This is an optimization exercise on Yosys and OpenROAD, whose aim is small area, a short achievable clock period and few clock cycles, not a production implementation.
The RTL was checked by simulation tests, not by an equivalence proof against the original design.
Power figures rest on the tool's default switching activity, not on a simulated workload.

$ cat run.sh
#!/bin/bash
# synth_recipe.tcl (not shown) runs the flow's synth.tcl, then flattens the netlist and writes it again
# the make line also repeats each setting of config.mk as NAME=value (left out here)
make -C /OpenROAD-flow-scripts/flow DESIGN_CONFIG=/design/flow/config.mk WORK_HOME=/design/flow/orfs CLKGATE_MAP_FILE= SYNTH_SCRIPT=/design/flow/synth_recipe.tcl finish
$ cat config.mk
export PLATFORM = sky130hd
export DESIGN_NAME = axi4_lite_slave
export DESIGN_NICKNAME = axi4_lite_slave
export VERILOG_FILES = /design/flow/design.v
export SDC_FILE = /design/flow/constraint.sdc
export NUM_CORES = 4
export LEC_CHECK = 0
export CAP_MARGIN = 20
export CORE_MARGIN = 2
export CORE_UTILIZATION = 40
export SLEW_MARGIN = 20
$ cat constraint.sdc
create_clock -name core_clock -period 4.0 [get_ports {aclk}]
set_input_delay 0.8000 -clock core_clock [delete_from_list [all_inputs] [get_ports {aclk}]]
set_output_delay 0.8000 -clock core_clock [all_outputs]
set_load 0.01 [all_outputs]
$ cat design.v
module axi4_lite_slave #(
    parameter int unsigned ADDR_WIDTH = 32,
    parameter int unsigned DATA_WIDTH = 32
)(
    input  logic                  aclk,
    input  logic                  aresetn,         
    input  logic [ADDR_WIDTH-1:0] awaddr,
    input  logic                  awvalid,
    output logic                  awready,
    input  logic [DATA_WIDTH-1:0] wdata,
    input  logic [3:0]            wstrb,
    input  logic                  wvalid,
    output logic                  wready,
    output logic [1:0]            bresp,
    output logic                  bvalid,
    input  logic                  bready,
    input  logic [ADDR_WIDTH-1:0] araddr,
    input  logic                  arvalid,
    output logic                  arready,
    output logic [DATA_WIDTH-1:0] rdata,
    output logic [1:0]            rresp,
    output logic                  rvalid,
    input  logic                  rready
);
    localparam int unsigned NUM_REGS = 16;
    function automatic logic addr_ok(input logic [ADDR_WIDTH-1:0] a);
        addr_ok = (a[1:0] == 2'b00) && (a[ADDR_WIDTH-1:6] == '0);
    endfunction
    logic [DATA_WIDTH-1:0] reg_file [0:NUM_REGS-1];
    logic                  aw_v, w_v;
    logic [3:0]            aw_idx;
    logic                  aw_ok;
    logic [DATA_WIDTH-1:0] w_data;
    logic [3:0]            w_strb;
    logic                  awready_r, wready_r;
    logic [1:0]            bcnt;           
    logic                  bq0_err, bq1_err;
    logic                  bvalid_r;
    logic aw_hs, w_hs, pair, aw_v_n, w_v_n, push, push_err, pop;
    logic [1:0] brem, bcnt_n;
    assign aw_hs    = awvalid & awready_r;
    assign w_hs     = wvalid & wready_r;
    assign pair     = aw_v & w_v;              
    assign aw_v_n   = aw_hs | (aw_v & ~pair);
    assign w_v_n    = w_hs  | (w_v  & ~pair);
    assign push     = aw_v_n & w_v_n;          
    assign push_err = aw_hs ? ~addr_ok(awaddr) : ~aw_ok;
    assign pop      = bvalid_r & bready;
    assign brem     = bcnt - {1'b0, pop};
    assign bcnt_n   = brem + {1'b0, push};
    assign awready = awready_r;
    assign wready  = wready_r;
    assign bvalid  = bvalid_r;
    assign bresp   = {bq0_err, 1'b0};
    always_ff @(posedge aclk) begin
        if (aw_hs) begin
            aw_idx <= awaddr[5:2];
            aw_ok  <= addr_ok(awaddr);
        end
        if (w_hs) begin
            w_data <= wdata;
            w_strb <= wstrb;
        end
        if (brem == 2'd0)     bq0_err <= push_err;
        else if (pop)         bq0_err <= bq1_err;
        if (brem == 2'd1)     bq1_err <= push_err;
    end
    always_ff @(posedge aclk) begin
        if (!aresetn) begin
            aw_v      <= 1'b0;
            w_v       <= 1'b0;
            bcnt      <= 2'd0;
            bvalid_r  <= 1'b0;
            awready_r <= 1'b1;
            wready_r  <= 1'b1;
        end else begin
            aw_v      <= aw_v_n;
            w_v       <= w_v_n;
            bcnt      <= bcnt_n;
            bvalid_r  <= (bcnt_n != 2'd0);
            awready_r <= ~(aw_v_n & ~w_v_n) & ~bcnt_n[1];
            wready_r  <= ~(w_v_n & ~aw_v_n) & ~bcnt_n[1];
        end
    end
    logic [DATA_WIDTH-1:0] wr_d;
    assign wr_d = w_data & {DATA_WIDTH{aresetn}};
    always_ff @(posedge aclk) begin
        for (int i = 0; i < NUM_REGS; i++)
            for (int b = 0; b < 4; b++)
                if (!aresetn || (pair && aw_ok && aw_idx == 4'(i) && w_strb[b]))
                    reg_file[i][8*b +: 8] <= wr_d[8*b +: 8];
    end
    logic       arready_r;
    logic [1:0] rcnt;                  
    logic [3:0] rq0_idx, rq1_idx;
    logic       rq0_ok, rq1_ok;
    logic       rvalid_r;
    logic [DATA_WIDTH-1:0] rdata_r;
    logic       rerr_r;
    logic ar_hs, adv;
    logic [1:0] rrem, rcnt_n;
    logic [3:0] ar_idx;
    logic       ar_ok;
    assign ar_hs  = arvalid & arready_r;
    assign ar_idx = araddr[5:2];
    assign ar_ok  = addr_ok(araddr);
    assign adv    = (rcnt != 2'd0) & (~rvalid_r | rready);    
    assign rrem   = rcnt - {1'b0, adv};
    assign rcnt_n = rrem + {1'b0, ar_hs};
    assign arready = arready_r;
    assign rvalid  = rvalid_r;
    assign rdata   = rdata_r;
    assign rresp   = {rerr_r, 1'b0};
    always_ff @(posedge aclk) begin
        if (rrem == 2'd0) begin
            rq0_idx <= ar_idx;
            rq0_ok  <= ar_ok;
        end else if (adv) begin
            rq0_idx <= rq1_idx;
            rq0_ok  <= rq1_ok;
        end
        if (rrem == 2'd1) begin
            rq1_idx <= ar_idx;
            rq1_ok  <= ar_ok;
        end
        if (adv) begin
            rdata_r <= rq0_ok ? reg_file[rq0_idx] : '0;
            rerr_r  <= ~rq0_ok;
        end
    end
    always_ff @(posedge aclk) begin
        if (!aresetn) begin
            rcnt      <= 2'd0;
            rvalid_r  <= 1'b0;
            arready_r <= 1'b1;
        end else begin
            rcnt      <= rcnt_n;
            rvalid_r  <= adv | (rvalid_r & ~rready);
            arready_r <= ~rcnt_n[1];
        end
    end
endmodule
==> results of run 1 <==
[cell type report]
type                       instances  area, um2
timing repair buffer             242       2273
multi-input combinational        770       5499
sequential                       609      18180
inverter                          20      75.07
clock buffer                      85       1787
fill                            5165      31130
tap                              782      978.4
clock inverter                    30      212.7
[flip-flops by register name, indices dropped and copies added (netlist names)]
signal,count
rq1_ok,1
rvalid_r,1
aw_ok,1
w_v,1
rq1_idx,4
rq0_ok,1
w_strb,4
bq0_err,1
bcnt,2
arready_r,1
rq0_idx,4
aw_v,1
w_data,32
bq1_err,1
reg_file,512
rcnt,2
aw_idx,4
rdata_r,32
rerr_r,1
awready_r,1
bvalid_r,1
wready_r,1
[power groups by stage]
stage	sequential (uW)	clock [uW]	combinational, uW
after floorplan	8470	0	3590
after global placement	8570	0	6080
after detailed placement	8570	0	6200
after CTS	8440	5840	6230
after global routing	8510	6060	6580
final	8440	5750	6270
[synthesized netlist by cell type (all sizes together), types with 5 or more instances]
cell type	count	area share (%)
and3b	5	0.18
a221oi	14	0.51
o22a	11	0.40
a32o	11	0.45
o22ai	22	0.57
nor4bb	6	0.25
a2111oi	7	0.28
nand3	37	0.76
a21oi	51	1.1
o21ai	111	2.3
nand3b	21	0.65
edfxtp	598	74
nand2	41	0.63
dfxtp	11	0.91
nand4	10	0.26
a31oi	29	0.75
nor4	15	0.39
nor3b	8	0.29
buf	67	1.7
nor2b	23	0.60
mux4	8	0.74
a222oi	8	0.33
a22o	22	0.79
a22oi	24	0.74
inv	20	0.31
mux2	30	1.4
o32ai	5	0.18
or3b	5	0.18
a32oi	10	0.36
nand2b	10	0.26
a211oi	5	0.15
nor2	21	0.37
clkbuf	36	0.56
nor3	13	0.29
and2	53	1.4
a31o	14	0.51
mux2i	65	2.7
or2	5	0.13
[per-stage QoR]
step           setup WS (ps)  power [uW]  area, um2  instances
6_report                1010       20460      29000       2538
5_1_grt                 1040       21150      29000       2538
4_1_cts                 1100       20500      28990       2537
3_5_place_dp            1068       14770      26990       2422
3_3_place_gp            1088       14660      26950       2420
2_1_floorplan          150.5       12050      24280       1502
[logic make-up after synthesis]
family                     share of synthesized area (%)
xor gates and xnor gates                          0.1443
and+or+nand+nor                                    7.072
AOI/OAI and AO/OA                                  10.31
other                                            0.01545
muxes                                              4.814
adders and majority gates                         0.2062
DFF                                                74.88
buffers and inverters                              2.557
[final timing paths]
| check | startpoint | end | slack [ps] | cells after the start |
|---|---|---|---|---|
| worst max-delay path | rq0_idx[0] | rdata_r[17] | 1010 | 5 |
| worst min-delay path | bq1_err | bq0_err | 530 | 2 |
| worst max register to register | rq0_idx[0] | rdata_r[17] | 1010 | 5 |
| worst min register to register | bq1_err | bq0_err | 530 | 2 |
[per-layer routing]
metal | global-route usage [%] | wire length [um] | up-vias
met5 | 0 | 27 | -
met4 | 8.109 | 2459 | 4
met3 | 5.414 | 6599 | 148
met2 | 37.15 | 34100 | 808
met1 | 29.73 | 28820 | 7520
li1 | - | - | 6429
[placed cells by master, fill, tap and decap left out, drive strengths merged, types with 6 or more instances in the layout]
master | synthesis | final
a2111oi | 7 | 7
a21oi | 51 | 51
a221oi | 14 | 14
a222oi | 8 | 8
a22o | 22 | 22
a22oi | 24 | 24
a31o | 14 | 14
a31oi | 29 | 29
a32o | 11 | 11
a32oi | 10 | 10
and2 | 53 | 53
buf | 67 | 98
clkbuf | 36 | 85
clkdlybuf4s50 | 0 | 144
clkinv | 0 | 24
dfxtp | 11 | 11
edfxtp | 598 | 598
inv | 20 | 22
mux2 | 30 | 30
mux2i | 65 | 65
mux4 | 8 | 8
nand2 | 41 | 41
nand2b | 10 | 10
nand3 | 37 | 37
nand3b | 21 | 21
nand4 | 10 | 10
nor2 | 21 | 21
nor2b | 23 | 23
nor3 | 13 | 13
nor3b | 8 | 8
nor4 | 15 | 15
nor4bb | 6 | 6
o21ai | 111 | 111
o22a | 11 | 11
o22ai | 22 | 22
[critical path: stages (launching register included)]
cell and delay (ps):
edfxtp_1 920, buf_4 300, and3b_1 460, a32o_1 340, a2111oi_0 510, a31oi_1 160
==> qor.txt, run 1 <==
FLOORPLAN
--------------------------------------------------------------------------------------------------------
Total die area                                                                                 62670 um2
Vert. Die Dim                                                                                   250.3 um
Ports                                                                                                148
Die Span X                                                                                      250.3 um
Core region area                                                                               60130 um2
Starting utilization of the core area                                                             40.37%
Row cnt                                                                                               90

CELLS AND AREA
--------------------------------------------------------------------------------------------------------
Share of cells above drive strength 1                                                             14.41%
Post-layout nets                                                                                    1820
Area growth from synthesis to final layout                                                        19.48%
Core utilization of the finished layout                                                           48.23%
Number of antenna cells inserted                                                                       0

CLOCK TREE
--------------------------------------------------------------------------------------------------------
Post-CTS clock slew at the launch and capture registers of the worst setup and hold paths          60 ps
Clock H-tree levels                                                                                    3
Bufs on Longest Clock Path                                                                             3
Hold_buf cts                                                                                           0
Post-CTS setup repair buffer count                                                                     0
Later-pin clock latency in the skew report                                                        610 ps
Number of instances resized during post-cts repair                                                     0
Total clock buffers created by CTS                                                                    66
Clock tree from TritonCTS                                                                            yes
Clk sink count                                                                                       609
Clock tree root buffer cell                                                                    clkbuf_16

STA
--------------------------------------------------------------------------------------------------------
Final Hold Fails                                                                                       0
Final slew viol count                                                                                  0
Headroom to the max-slew limit                                                                    24.94%
Transition at the pin with the smallest max-transition slack                                     1118 ps
Setup violation total in the final timing report                                                       0
RSZ-0062 raised after global routing                                                               false
Skew final                                                                                      20.70 ps
Share of the cycle needed by the critical path after routing                                      74.74%
Clock period minus final worst setup slack                                                       2990 ps
Total Negative Setup Slacks                                                                         0 ps
Final hold slack                                                                                533.5 ps
Peak Freq                                                                                     0.3345 GHz

PLACED DESIGN
--------------------------------------------------------------------------------------------------------
Routability Congestion                                                                            0.8587
Detailed-placement wirelength estimate                                                          45610 um
Count of buffers from port buffering                                                                 145

DETAILED ROUTING
--------------------------------------------------------------------------------------------------------
Sum of routed wire length over all layers                                                       72000 um
Vias post-DR                                                                                       14910
First DRT Iteration DRCs                                                                            2135
Average wire per cell in the routed design                                                      28.37 um
Number of antenna-violating nets in the routed design                                                  0
Vias per Instance                                                                                  5.874
TritonRoute pass-1 iters                                                                               6
Detailed-route DRC error count                                                                         0

STATUS
--------------------------------------------------------------------------------------------------------
Run status                                                                      timing/DRC/antenna clean

LOGIC SYNTHESIS
--------------------------------------------------------------------------------------------------------
Proportion of synthesized flip-flops having asynchronous set or reset                                 0%
Total of flip-flops plus latches after synthesis                                                     609
Number of distinct library cells after synthesis                                                      72
Avg Synthesized Cell Area                                                                      16.17 um2
Number of cells produced by synthesis                                                               1501
Number of enable flip-flop cells after synthesis                                                     598
Dominant synthesized flop cell                                                                  edfxtp_1
Seq/Total Area, Yosys                                                                             74.88%
Yosys warning total                                                                                    2
Mapped Area                                                                                    24270 um2

GLOBAL ROUTING
--------------------------------------------------------------------------------------------------------
Maximum number of pins on one net before global-route repair                                          73
Global-route wire length before repair                                                         102600 um
Vias in the first global route                                                                     14930
Sum of overflow across all layers after global routing                                                 0
Total routing usage reported by global routing                                                    22.74%
Number of antenna violations at the first check in global routing                                      1

POWER
--------------------------------------------------------------------------------------------------------
Power density relative to cell area                                                         705.5 nW/um2
Power Internal                                                                                  13670 uW
Proportion of total power due to net switching                                                    33.17%
Maximum vdd drop                                                                             0.0005556 V
Power dissipated by switching net loads                                                          6788 uW
Part of the total power dissipated in the clock network                                            28.1%
Leakage Power                                                                                0.009963 uW
Fraction of power consumed by sequential logic                                                     41.2%
Logic pwr share                                                                                    30.6%

WORST SETUP PATH
--------------------------------------------------------------------------------------------------------
Type of element launching the critical path                                                         flop
CP Capture Type                                                                                     flop
Worst Path Max Fanout                                                                                 16
Start-to-end type of the worst setup path                                                   flop to flop
Required time of the critical path                                                               4310 ps
Arrival @ worst endpoint                                                                         3300 ps

HOLD PATH
--------------------------------------------------------------------------------------------------------
Hold Crit Class                                                                             flop to flop

FLOW RUN
--------------------------------------------------------------------------------------------------------
Max-cap viol count                                                                                     0

Testbench counts, summed over its fixed seeds: cycles 3,735.
==> inputs of run 2 (changes only) <==
--- a/design.v
+++ b/design.v
@@ -93,6 +93,8 @@
     logic       arready_r;
     logic [1:0] rcnt;                  
-    logic [3:0] rq0_idx, rq1_idx;
-    logic       rq0_ok, rq1_ok;
+    logic [NUM_REGS-1:0] rq0_sel;      
+    logic       rq0_err;
+    logic [3:0] rq1_idx;
+    logic       rq1_ok;
     logic       rvalid_r;
     logic [DATA_WIDTH-1:0] rdata_r;
@@ -102,4 +104,6 @@
     logic [3:0] ar_idx;
     logic       ar_ok;
+    logic [NUM_REGS-1:0] ar_sel, rq1_sel;
+    logic [DATA_WIDTH-1:0] rd_mux;
     assign ar_hs  = arvalid & arready_r;
     assign ar_idx = araddr[5:2];
@@ -108,4 +112,13 @@
     assign rrem   = rcnt - {1'b0, adv};
     assign rcnt_n = rrem + {1'b0, ar_hs};
+    always_comb begin
+        for (int i = 0; i < NUM_REGS; i++) begin
+            ar_sel[i]  = ar_ok  && (ar_idx  == 4'(i));
+            rq1_sel[i] = rq1_ok && (rq1_idx == 4'(i));
+        end
+        rd_mux = '0;
+        for (int i = 0; i < NUM_REGS; i++)
+            rd_mux = rd_mux | (reg_file[i] & {DATA_WIDTH{rq0_sel[i]}});
+    end
     assign arready = arready_r;
     assign rvalid  = rvalid_r;
@@ -114,9 +127,9 @@
     always_ff @(posedge aclk) begin
         if (rrem == 2'd0) begin
-            rq0_idx <= ar_idx;
-            rq0_ok  <= ar_ok;
+            rq0_sel <= ar_sel;
+            rq0_err <= ~ar_ok;
         end else if (adv) begin
-            rq0_idx <= rq1_idx;
-            rq0_ok  <= rq1_ok;
+            rq0_sel <= rq1_sel;
+            rq0_err <= ~rq1_ok;
         end
         if (rrem == 2'd1) begin
@@ -125,6 +138,6 @@
         end
         if (adv) begin
-            rdata_r <= rq0_ok ? reg_file[rq0_idx] : '0;
-            rerr_r  <= ~rq0_ok;
+            rdata_r <= rd_mux;
+            rerr_r  <= rq0_err;
         end
     end
--- a/config.mk
+++ b/config.mk
@@ -6,6 +6,8 @@
 export NUM_CORES = 4
 export LEC_CHECK = 0
+export ABC_CLOCK_PERIOD_IN_PS = 1500
 export CAP_MARGIN = 20
 export CORE_MARGIN = 2
 export CORE_UTILIZATION = 40
+export SETUP_SLACK_MARGIN = 2.0
 export SLEW_MARGIN = 20
==> run 2 against run 1 <==
  * Wire length shrank 18%
  * Non-clock buffer count shrank 6
  * Highest routed layer is now met4
  * Critical path type is now flop to output pin
  * Worst hold slack lost 83 ps
  * Die area shrank 6.3%
  * Combinational power shrank 36%
  * Power shrank 11%
  * Fmax grew 52%
  * Synthesized cell count shrank 17%
  * Count of clock-buffer cells in the layout shrank 11
  * Clock power is essentially flat
  * Still clean on timing, DRC and antenna
  * Global-route usage shrank 3.0 points
==> qor.txt, run 2 <==
CLOCK TREE
--------------------------------------------------------------------------------------------------------
Clock tree from TritonCTS                                                                            yes
Hold_buf cts                                                                                           0
Clk sink count                                                                                       621
Total clock buffers created by CTS                                                                    60
Bufs on Longest Clock Path                                                                             3
Post-CTS clock slew at the launch and capture registers of the worst setup and hold paths          60 ps
Clock tree root buffer cell                                                                    clkbuf_16
Later-pin clock latency in the skew report                                                        630 ps
Clock H-tree levels                                                                                    2

DETAILED ROUTING
--------------------------------------------------------------------------------------------------------
Vias per Instance                                                                                  5.701
Detailed-route DRC error count                                                                         0
Vias post-DR                                                                                       12990
Average wire per cell in the routed design                                                      25.84 um
TritonRoute pass-1 iters                                                                               5
First DRT Iteration DRCs                                                                            1453
Number of antenna-violating nets in the routed design                                                  0
Sum of routed wire length over all layers                                                       58890 um

CELLS AND AREA
--------------------------------------------------------------------------------------------------------
Area growth from synthesis to final layout                                                        21.96%
Largest Register                                                                                reg_file
Share of cells above drive strength 1                                                             18.84%
Core utilization of the finished layout                                                           49.26%
Most common cell after layout, fill and taps aside                                              edfxtp_1
Count of fill cells added during filler insertion                                                   4635
Number of flip-flops under the largest register name                                                 512
Commonest non-fill, non-tap cells in the layout                                             edfxtp_1 (610), a22o_1 (128), a221oi_1 (128), buf_4 (85), clkdlybuf4s50_1 (82)
Number of antenna cells inserted                                                                       0
Largest registers                                                                           reg_file (512), rdata_r (32), w_data (32)
Post-layout nets                                                                                    1583

WORST SETUP PATH
--------------------------------------------------------------------------------------------------------
Number of gates on the worst path with buffers counted                                                 1
Worst r2r path cells                                                                                   8
Reg2Reg Launch Point                                                                             rcnt[1]
Cell type of the slowest stage on the worst timing path                                         edfxtp_1
Type of element launching the critical path                                                         flop
Crit path largest cell delay                                                                      400 ps
Worst-case register-to-register setup slack                                                      2060 ps
Start-to-end type of the worst setup path                                                   flop to output pin
Arrival @ worst endpoint                                                                         1160 ps
Required time of the critical path                                                               3200 ps
CP Capture Type                                                                               output pin
Worst Path Max Fanout                                                                                  1
CP Buf/Inv Count                                                                                       1
Endpoint of the most critical register-to-register path                                       rq0_sel[0]
Critical path cell sequence                                                                        buf_2
Cell family with the largest share of critical-path delay                                     flip-flops

FLOW RUN
--------------------------------------------------------------------------------------------------------
Max-cap viol count                                                                                     0

POWER
--------------------------------------------------------------------------------------------------------
Power dissipated by switching net loads                                                          5356 uW
Leakage Power                                                                                0.009568 uW
Power density relative to cell area                                                         659.8 nW/um2
Fraction of power consumed by sequential logic                                                     46.4%
Proportion of total power due to net switching                                                    29.28%
Logic pwr share                                                                                    22.0%
Power Internal                                                                                  12940 uW
Part of the total power dissipated in the clock network                                            31.6%
Maximum vdd drop                                                                             0.0004168 V

LOGIC SYNTHESIS
--------------------------------------------------------------------------------------------------------
Number of distinct library cells after synthesis                                                      33
Yosys warning total                                                                                    2
Proportion of synthesized flip-flops having asynchronous set or reset                                 0%
Cell accounting for the most synthesized area                                                   edfxtp_1
Most common library cells after synthesis                                                   edfxtp_1 (610), a221oi_1 (128), a22o_1 (128), o21ai_0 (67), clkbuf_1 (62)
Total of flip-flops plus latches after synthesis                                                     621
Dominant synthesized flop cell                                                                  edfxtp_1
Cells taking the most area after synthesis                                                  edfxtp_1 (81%), a221oi_1 (4.9%), a22o_1 (4.9%)
Number of cells produced by synthesis                                                               1242
Mapped Area                                                                                    22730 um2
Seq/Total Area, Yosys                                                                             81.55%
Most frequent cell after synthesis                                                              edfxtp_1
Avg Synthesized Cell Area                                                                      18.30 um2
Top-area cell type share of the netlist area                                                      80.58%
Number of enable flip-flop cells after synthesis                                                     610

GLOBAL ROUTING
--------------------------------------------------------------------------------------------------------
Sum of overflow across all layers after global routing                                                 0
Maximum number of pins on one net before global-route repair                                          77
Total routing usage reported by global routing                                                    19.74%
Number of antenna violations at the first check in global routing                                      1
Vias in the first global route                                                                     12880
Global-route wire length before repair                                                          84700 um

HOLD PATH
--------------------------------------------------------------------------------------------------------
WHS Endpoint                                                                                      rerr_r
Hold Crit Class                                                                             flop to flop
Worst hold stages                                                                                      0
Startpoint of the tightest hold check path                                                       rq0_err

STA
--------------------------------------------------------------------------------------------------------
Peak Freq                                                                                     0.5094 GHz
RSZ-0062 raised after global routing                                                                true
Final Hold Fails                                                                                       0
Final slew viol count                                                                                  0
Skew final                                                                                      27.79 ps
Transition at the pin with the smallest max-transition slack                                    844.7 ps
Headroom to the max-slew limit                                                                    43.68%
Setup violation total in the final timing report                                                       0
Share of the cycle needed by the critical path after routing                                      49.07%
Total Negative Setup Slacks                                                                         0 ps
Clock period minus final worst setup slack                                                       1963 ps

FLOORPLAN
--------------------------------------------------------------------------------------------------------
Die Span X                                                                                      242.4 um
Total die area                                                                                 58760 um2
Row cnt                                                                                               87
Core region area                                                                               56280 um2
Starting utilization of the core area                                                             40.39%
Vert. Die Dim                                                                                   242.4 um
Ports                                                                                                148

PLACED DESIGN
--------------------------------------------------------------------------------------------------------
Detailed-placement wirelength estimate                                                          31940 um
Count of buffers from port buffering                                                                 145
Routability Congestion                                                                            0.7862

STATUS
--------------------------------------------------------------------------------------------------------
Run status                                                                      timing/DRC/antenna clean

run 2: metal layers:
layer	vias to the layer above	GRT usage, %	part of all wire, %
met2	608	32.29	48
met4	0	5.084	1.9
met3	76	3.866	8.3
met5	-	0	0
li1	5666	-	-
met1	6643	27.17	42
run 2: cell type report:
class	instances	area [um2]	share of cell area [%]
Inverter	15	56.30	0.2031
Clock inverter	39	395.4	1.426
Tap cell	756	945.9	3.412
Multi-Input combinational cell	538	4136	14.92
Clock buffer	74	1647	5.939
Timing Repair Buffer	236	2001	7.216
Sequential cell	621	18540	66.88
run 2: worst max path at each step:
stage,startpoint,endpoint,slack [ps]
final,rdata_r[7],rdata[7],2040
after global routing,rcnt[1],rq0_sel[0],1970
after detailed placement,rready,rq0_err,930
after CTS,rdata_r[7],rdata[7],1990
after floorplan,rready,rq0_sel[11],1170
after global placement,rready,rq0_err,950
run 2: through the flow:
stage / std cells / cell area, um2 / power (uW) / setup slack (ps) / hold slack, ps
CTS: 2273 / 27550 / 18340 / 1990 / 461.9
detailed placement: 2150 / 25480 / 12610 / 933.6 / 449.7
global route: 2279 / 27720 / 18980 / 1975 / 452.8
global placement: 2150 / 25480 / 12540 / 949.7 / 423.7
floorplan: 1243 / 22820 / 10760 / 1175 / 400.3
finish: 2279 / 27720 / 18290 / 2037 / 450.3
run 2: repair_timing:
item | in CTS | in global routing
resized for setup | 201 | 36
setup endpoints to repair | 192 | 659
pin swaps | 15 | 24
setup buffers | 10 | 6
run 2: logic make-up (layout without fill, tap and decap cells):
kind of cell               count (synthesis)  after routing  synth area share [%]
muxes                                      2              2               0.08807
and+or+nand+nor                          183            183                 4.370
xor gates and xnor gates                   4              4                0.1541
other                                      1              2               0.01650
buffers and inverters                     84            364                 1.558
adders and majority gates                  4              4                0.2202
AOI/OAI and AO/OA                        343            343                 12.05
DFF                                      621            621                 81.55
run 2: power by group through the flow:
stage               clock network (uW)  logic, uW  registers (uW)
floorplan                            0       2120            8640
global placement                     0       3940            8610
detailed placement                   0       3980            8630
CTS                               5860       4000            8480
global route                      6100       4320            8560
finish                            5780       4030            8480
Testbench counts of run 2, summed over its fixed seeds: cycles 3,735.
==> inputs of run 3 (changes only) <==
--- a/config.mk
+++ b/config.mk
@@ -6,5 +6,4 @@
 export NUM_CORES = 4
 export LEC_CHECK = 0
-export ABC_CLOCK_PERIOD_IN_PS = 1500
 export CAP_MARGIN = 20
 export CORE_MARGIN = 2
==> run 3 against run 2 <==
  * Critical path depth unchanged
  * Still clean
  * Critical endpoint unchanged
  * Die area did not move
  * Area after synthesis unchanged
  * Largest cell class unchanged
  * Highest routed layer unchanged
  * Sequential power is essentially flat
  * First-iteration DRC count unchanged
==> qor.txt, run 3 <==
WORST SETUP PATH
--------------------------------------------------------------------------------------------------------
Worst r2r path cells                                                                                   8
Crit path largest cell delay                                                                      400 ps
CP Buf/Inv Count                                                                                       1
Required time of the critical path                                                               3200 ps
Type of element launching the critical path                                                         flop
Worst Path Max Fanout                                                                                  1
Number of gates on the worst path with buffers counted                                                 1
Critical path cell sequence                                                                        buf_2
Cell type of the slowest stage on the worst timing path                                         edfxtp_1
Arrival @ worst endpoint                                                                         1160 ps
Cell family with the largest share of critical-path delay                                     flip-flops
CP Capture Type                                                                               output pin
Start-to-end type of the worst setup path                                                   flop to output pin

LOGIC SYNTHESIS
--------------------------------------------------------------------------------------------------------
Avg Synthesized Cell Area                                                                      18.30 um2
Seq/Total Area, Yosys                                                                             81.55%
Yosys warning total                                                                                    2
Cell accounting for the most synthesized area                                                   edfxtp_1
Most common library cells after synthesis                                                   edfxtp_1 (610), a221oi_1 (128), a22o_1 (128), o21ai_0 (67), clkbuf_1 (62)
Cells taking the most area after synthesis                                                  edfxtp_1 (81%), a221oi_1 (4.9%), a22o_1 (4.9%)
Mapped Area                                                                                    22730 um2
Total of flip-flops plus latches after synthesis                                                     621
Number of distinct library cells after synthesis                                                      33
Most frequent cell after synthesis                                                              edfxtp_1
Number of cells produced by synthesis                                                               1242
Dominant synthesized flop cell                                                                  edfxtp_1
Number of enable flip-flop cells after synthesis                                                     610
Top-area cell type share of the netlist area                                                      80.58%
Proportion of synthesized flip-flops having asynchronous set or reset                                 0%

CLOCK TREE
--------------------------------------------------------------------------------------------------------
Hold_buf cts                                                                                           0
Total clock buffers created by CTS                                                                    60
Bufs on Longest Clock Path                                                                             3
Clock tree root buffer cell                                                                    clkbuf_16
Clk sink count                                                                                       621
Clock H-tree levels                                                                                    2
Clock tree from TritonCTS                                                                            yes
Later-pin clock latency in the skew report                                                        630 ps
Post-CTS clock slew at the launch and capture registers of the worst setup and hold paths          60 ps

GLOBAL ROUTING
--------------------------------------------------------------------------------------------------------
Global-route wire length before repair                                                          84700 um
Total routing usage reported by global routing                                                    19.74%
Vias in the first global route                                                                     12880
Busiest layer in global routing                                                                     met2
Met1 routing resource usage after global routing                                                  27.17%
Met2 routing resource usage after global routing                                                  32.29%
Global-route track usage on met3                                                                  3.866%
Number of antenna violations at the first check in global routing                                      1
Sum of overflow across all layers after global routing                                                 0
Maximum number of pins on one net before global-route repair                                          77

STA
--------------------------------------------------------------------------------------------------------
Total Negative Setup Slacks                                                                         0 ps
RSZ-0062 raised after global routing                                                                true
Transition at the pin with the smallest max-transition slack                                    844.7 ps
Share of the cycle needed by the critical path after routing                                      49.07%
Peak Freq                                                                                     0.5094 GHz
Final slew viol count                                                                                  0
Skew final                                                                                      27.79 ps
Final Hold Fails                                                                                       0
Final hold slack                                                                                450.3 ps
Setup violation total in the final timing report                                                       0
Headroom to the max-slew limit                                                                    43.68%
Clock period minus final worst setup slack                                                       1963 ps

PLACED DESIGN
--------------------------------------------------------------------------------------------------------
Detailed-placement wirelength estimate                                                          31940 um
Placed cell area                                                                               25480 um2
Count of buffers from port buffering                                                                 145
Routability Congestion                                                                            0.7862

DETAILED ROUTING
--------------------------------------------------------------------------------------------------------
First DRT Iteration DRCs                                                                            1453
TritonRoute pass-1 iters                                                                               5
Sum of routed wire length over all layers                                                       58890 um
Average wire per cell in the routed design                                                      25.84 um
Detailed-route DRC error count                                                                         0
Vias per Instance                                                                                  5.701
Number of antenna-violating nets in the routed design                                                  0
Vias post-DR                                                                                       12990

CELLS AND AREA
--------------------------------------------------------------------------------------------------------
Most common cell after layout, fill and taps aside                                              edfxtp_1
Post-layout nets                                                                                    1583
Largest registers                                                                           reg_file (512), rdata_r (32), w_data (32)
Largest Register                                                                                reg_file
Final non-filler cell area                                                                     27720 um2
Storage element area                                                                           18540 um2
Multi-input combinational cell area                                                             4136 um2
Commonest non-fill, non-tap cells in the layout                                             edfxtp_1 (610), a22o_1 (128), a221oi_1 (128), buf_4 (85), clkdlybuf4s50_1 (82)
Count of fill cells added during filler insertion                                                   4635
Share of cells above drive strength 1                                                             18.84%
Number of antenna cells inserted                                                                       0
Area growth from synthesis to final layout                                                        21.96%
Number of flip-flops under the largest register name                                                 512

FLOW RUN
--------------------------------------------------------------------------------------------------------
Max-cap viol count                                                                                     0

FLOORPLAN
--------------------------------------------------------------------------------------------------------
Die Span X                                                                                      242.4 um
Starting utilization of the core area                                                             40.39%
Core region area                                                                               56280 um2
Row cnt                                                                                               87
Vert. Die Dim                                                                                   242.4 um
Ports                                                                                                148
Total die area                                                                                 58760 um2

POWER
--------------------------------------------------------------------------------------------------------
Leakage Power                                                                                0.009568 uW
Tot Pwr                                                                                         18290 uW
Maximum vdd drop                                                                             0.0004168 V
Power density relative to cell area                                                         659.8 nW/um2

STATUS
--------------------------------------------------------------------------------------------------------
Run status                                                                      timing/DRC/antenna clean

HOLD PATH
--------------------------------------------------------------------------------------------------------
Worst hold stages                                                                                      0
Hold Crit Class                                                                             flop to flop

run 3: cell counts in the layout (fill, tap and decap cells not counted):
Identical to the previous run, type by type.
run 3: worst paths after layout:
path	start	end	slack [ps]
worst min register to register	rq0_err	rerr_r	450
worst min-delay path	rq0_err	rerr_r	450
worst max register to register	rcnt[1]	rq0_sel[0]	2060
worst max-delay path	rdata_r[7]	rdata[7]	2040
run 3: cell families after synthesis:
family	synth area share (%)
flops	81.55
xor+xnor	0.1541
buf+inv	1.558
other cells	0.01650
fa+ha+maj	0.2202
simple gates	4.370
mux	0.08807
compound gates	12.05
run 3: layout make-up:
| type | count | area share [%] |
|---|---|---|
| clock buffers | 74 | 5.939 |
| clock inverters | 39 | 1.426 |
| inverters | 15 | 0.2031 |
| multi-input cells | 538 | 14.92 |
| flip-flops and latches | 621 | 66.88 |
| well taps | 756 | 3.412 |
| repair buffers | 236 | 7.216 |
run 3: stage by stage:
| step | utilization [%] | worst slack, ps | cells |
|---|---|---|---|
| after floorplan | - | 1175 | 1243 |
| after global placement | 45.27 | 949.7 | 2150 |
| after detailed placement | 45.27 | 933.6 | 2150 |
| after CTS | 48.95 | 1990 | 2273 |
| after global routing | 49.26 | 1975 | 2279 |
| final | 49.26 | 2037 | 2279 |
run 3: timing repair:
item                                    CTS  global route
setup buffers                            10             6
endpoints found under the setup margin  192           659
gates resized for setup                 201            36
pin swaps                                15            24
run 3: power by group:
| part | total (uW) | leakage, uW | switching (uW) | internal (uW) |
|---|---|---|---|---|
| combinational | 4030 | 0.00235 | 2680 | 1350 |
| sequential | 8480 | 0.00621 | 276 | 8200 |
| clock | 5780 | 0.00100 | 2400 | 3380 |
run 3: metal layers:
metal	vias to the layer above	part of all wire, %
met3	76	8.3
met2	608	48
met5	-	0
met4	0	1.9
li1	5666	-
met1	6643	42
==> inputs of run 4 (changes only) <==
--- a/config.mk
+++ b/config.mk
@@ -9,4 +9,3 @@
 export CORE_MARGIN = 2
 export CORE_UTILIZATION = 40
-export SETUP_SLACK_MARGIN = 2.0
 export SLEW_MARGIN = 20
==> run 4 against run 3 <==
  * Worst setup slack worse by 620 ps
  * Core utilization is 0.75 points lower
  * Area after synthesis stayed put
  * Wire length is 0.38% higher
  * Fmax is 24% lower
  * Via count is 0.25% lower
  * Critical path depth is 3 higher
  * Worst hold slack worse by 7.8 ps
  * Critical endpoint is now reg_file[4][30]
  * Largest cell class unchanged
  * Highest routed layer unchanged
==> qor.txt, run 4 <==
LOGIC SYNTHESIS
--------------------------------------------------------------------------------------------------------
Cells taking the most area after synthesis                                                  edfxtp_1 (81%), a221oi_1 (4.9%), a22o_1 (4.9%)
Cell accounting for the most synthesized area                                                   edfxtp_1
Number of cells produced by synthesis                                                               1242
Most frequent cell after synthesis                                                              edfxtp_1
Top-area cell type share of the netlist area                                                      80.58%
Total of flip-flops plus latches after synthesis                                                     621
Yosys warning total                                                                                    2
Most common library cells after synthesis                                                   edfxtp_1 (610), a221oi_1 (128), a22o_1 (128), o21ai_0 (67), clkbuf_1 (62)
Dominant synthesized flop cell                                                                  edfxtp_1
Mapped Area                                                                                    22730 um2
Number of enable flip-flop cells after synthesis                                                     610
Proportion of synthesized flip-flops having asynchronous set or reset                                 0%
Avg Synthesized Cell Area                                                                      18.30 um2
Seq/Total Area, Yosys                                                                             81.55%
Number of distinct library cells after synthesis                                                      33

CELLS AND AREA
--------------------------------------------------------------------------------------------------------
Storage element area                                                                           18540 um2
Most common cell after layout, fill and taps aside                                              edfxtp_1
Number of flip-flops under the largest register name                                                 512
Share of cells above drive strength 1                                                             12.27%
Commonest non-fill, non-tap cells in the layout                                             edfxtp_1 (610), clkdlybuf4s50_1 (144), a22o_1 (128), a221oi_1 (128), buf_4 (82)
Number of standard cells in the layout, taps in and fillers out                                     2264
Largest registers                                                                           reg_file (512), rdata_r (32), w_data (32)
Final non-filler cell area                                                                     27300 um2
Post-layout nets                                                                                    1573
Area growth from synthesis to final layout                                                        20.11%
Count of fill cells added during filler insertion                                                   4692
Largest Register                                                                                reg_file
Multi-input combinational cell area                                                             3861 um2
Number of antenna cells inserted                                                                       0

CLOCK TREE
--------------------------------------------------------------------------------------------------------
Post-CTS setup repair buffer count                                                                     0
Hold_buf cts                                                                                           0
Clk sink count                                                                                       621
Clock tree root buffer cell                                                                    clkbuf_16
Post-CTS clock slew at the launch and capture registers of the worst setup and hold paths          60 ps
Total clock buffers created by CTS                                                                    60
Number of instances resized during post-cts repair                                                     0
Clock tree from TritonCTS                                                                            yes
Bufs on Longest Clock Path                                                                             3
Later-pin clock latency in the skew report                                                        610 ps
Clock H-tree levels                                                                                    2

STA
--------------------------------------------------------------------------------------------------------
Total Negative Setup Slacks                                                                         0 ps
Setup violation total in the final timing report                                                       0
Skew final                                                                                      12.75 ps
Clock period minus final worst setup slack                                                       2581 ps
Share of the cycle needed by the critical path after routing                                      64.53%
RSZ-0062 raised after global routing                                                               false
Transition at the pin with the smallest max-transition slack                                     1249 ps
Headroom to the max-slew limit                                                                    16.73%
Final slew viol count                                                                                  0
Peak Freq                                                                                     0.3874 GHz
Final Hold Fails                                                                                       0

WORST SETUP PATH
--------------------------------------------------------------------------------------------------------
Type of element launching the critical path                                                         flop
CP Capture Type                                                                                     flop
Worst Path Max Fanout                                                                                  8
Required time of the critical path                                                               4230 ps
Start-to-end type of the worst setup path                                                   flop to flop
Arrival @ worst endpoint                                                                         2810 ps

POWER
--------------------------------------------------------------------------------------------------------
Leakage Power                                                                                0.009271 uW
Power density relative to cell area                                                         650.8 nW/um2
Maximum vdd drop                                                                             0.0003769 V
Tot Pwr                                                                                         17770 uW

FLOORPLAN
--------------------------------------------------------------------------------------------------------
Die Span X                                                                                      242.4 um
Core region area                                                                               56280 um2
Vert. Die Dim                                                                                   242.4 um
Starting utilization of the core area                                                             40.39%
Total die area                                                                                 58760 um2
Row cnt                                                                                               87
Ports                                                                                                148

GLOBAL ROUTING
--------------------------------------------------------------------------------------------------------
Number of antenna violations at the first check in global routing                                      0
Global-route wire length before repair                                                          84660 um
Vias in the first global route                                                                     13030
Total routing usage reported by global routing                                                    19.75%
Maximum number of pins on one net before global-route repair                                          74
Sum of overflow across all layers after global routing                                                 0

STATUS
--------------------------------------------------------------------------------------------------------
Run status                                                                      timing/DRC/antenna clean

DETAILED ROUTING
--------------------------------------------------------------------------------------------------------
Average wire per cell in the routed design                                                      26.11 um
Number of antenna-violating nets in the routed design                                                  0
Vias per Instance                                                                                  5.724
First DRT Iteration DRCs                                                                            1545
Detailed-route DRC error count                                                                         0
Vias post-DR                                                                                       12960
TritonRoute pass-1 iters                                                                               5
Sum of routed wire length over all layers                                                       59110 um

PLACED DESIGN
--------------------------------------------------------------------------------------------------------
Detailed-placement wirelength estimate                                                          32170 um
Cell total after placement                                                                          2156
Routability Congestion                                                                            0.7948
Count of buffers from port buffering                                                                 145
Placed cell area                                                                               25450 um2

FLOW RUN
--------------------------------------------------------------------------------------------------------
Max-cap viol count                                                                                     0

HOLD PATH
--------------------------------------------------------------------------------------------------------
Hold Crit Class                                                                             flop to flop

[run 4: cell counts after synthesis]
Identical to the previous run, type by type.
[run 4: cell type report]
class | count | area share, %
flip-flops and latches | 621 | 67.89
multi-input cells | 538 | 14.14
repair buffers | 226 | 7.534
clock buffers | 71 | 5.728
well taps | 756 | 3.464
clock inverters | 37 | 1.031
inverters | 15 | 0.2062
[run 4: cell families after synthesis]
logic type                 after synthesis  synth area share (%)
AOI/OAI and AO/OA                      343                 12.05
adders and majority gates                4                0.2202
muxes                                    2               0.08807
xor gates and xnor gates                 4                0.1541
and+or+nand+nor                        183                 4.370
other                                    1               0.01650
buffers and inverters                   84                 1.558
DFF                                    621                 81.55
[run 4: worst paths after layout]
check	start	endpoint	slack [ps]	cells past startpoint
setup / recovery	w_v	reg_file[4][30]	1420	4
hold / removal	rq0_err	rerr_r	440	0
setup reg to reg	w_v	reg_file[4][30]	1420	4
hold reg to reg	rq0_err	rerr_r	440	0
[run 4: layer usage]
metal	up-vias	wire, um	part of all wire [%]	track usage (%)
met5	-	0	0	0
met4	0	1570	2.7	6.409
met3	92	5194	8.8	4.099
met2	629	28070	47	31.84
met1	6590	24280	41	26.89
li1	5649	-	-	-
[run 4: through the flow]
| step | setup WS (ps) | hold slack [ps] | util, % |
|---|---|---|---|
| floorplan | 541.3 | 400.3 | - |
| global placement | 868.9 | 431.8 | 45.22 |
| detailed placement | 847.8 | 441.5 | 45.23 |
| CTS | 1417 | 459.0 | 48.51 |
| global route | 1342 | 467.2 | 48.52 |
| finish | 1419 | 442.5 | 48.52 |
[run 4: worst max-delay path, cell delays in order (launching register included)]
cell and delay (ps):
dfxtp_1 390, nand3_1 190, nor3_1 450, nand2_1 270
o21ai_1 910
[run 4: report_power, final]
group | switching, uW | leakage (uW) | internal (uW)
Clock | 2310 | 0.000910 | 3030
Combinational | 2530 | 0.00215 | 1350
Sequential | 344 | 0.00621 | 8200
Total | 5180 | 0.00927 | 12600

## afterwards: timing with drivers on the ports
The results above use ideal ports. As a check the final layouts listed here were re-extracted and re-timed, cells and wires unchanged. Step 1, drivers: a clkbuf_16 drives aclk and a buf_2 each remaining input, both assumed. Step 2 moves the port delays by t, midway between the first and last clock arrival at a register: inputs arrive t later, outputs are due t later. That takes back most of the time a late clock gives input paths. Three values: ideal, step 1, step 2; two values: the first two.
run | t (ns) | setup WS [ns] | worst setup path after step 2 | clock arrival spread, ns | cell pins on the clock port's net
run 1 | 0.663 | 1.010 / 1.010 / 1.010 | register to register | 0.022 / 0.023 | 1
run 2 | 0.674 | 2.037 / 1.977 / 1.419 | input to register | 0.030 / 0.031 | 1
run 3 | 0.674 | 2.037 / 1.977 / 1.419 | input to register | 0.030 / 0.031 | 1
run 4 | 0.659 | 1.419 / 1.419 / 0.853 | input to register | 0.016 / 0.016 | 1
After both steps setup and hold are still met in every run listed.
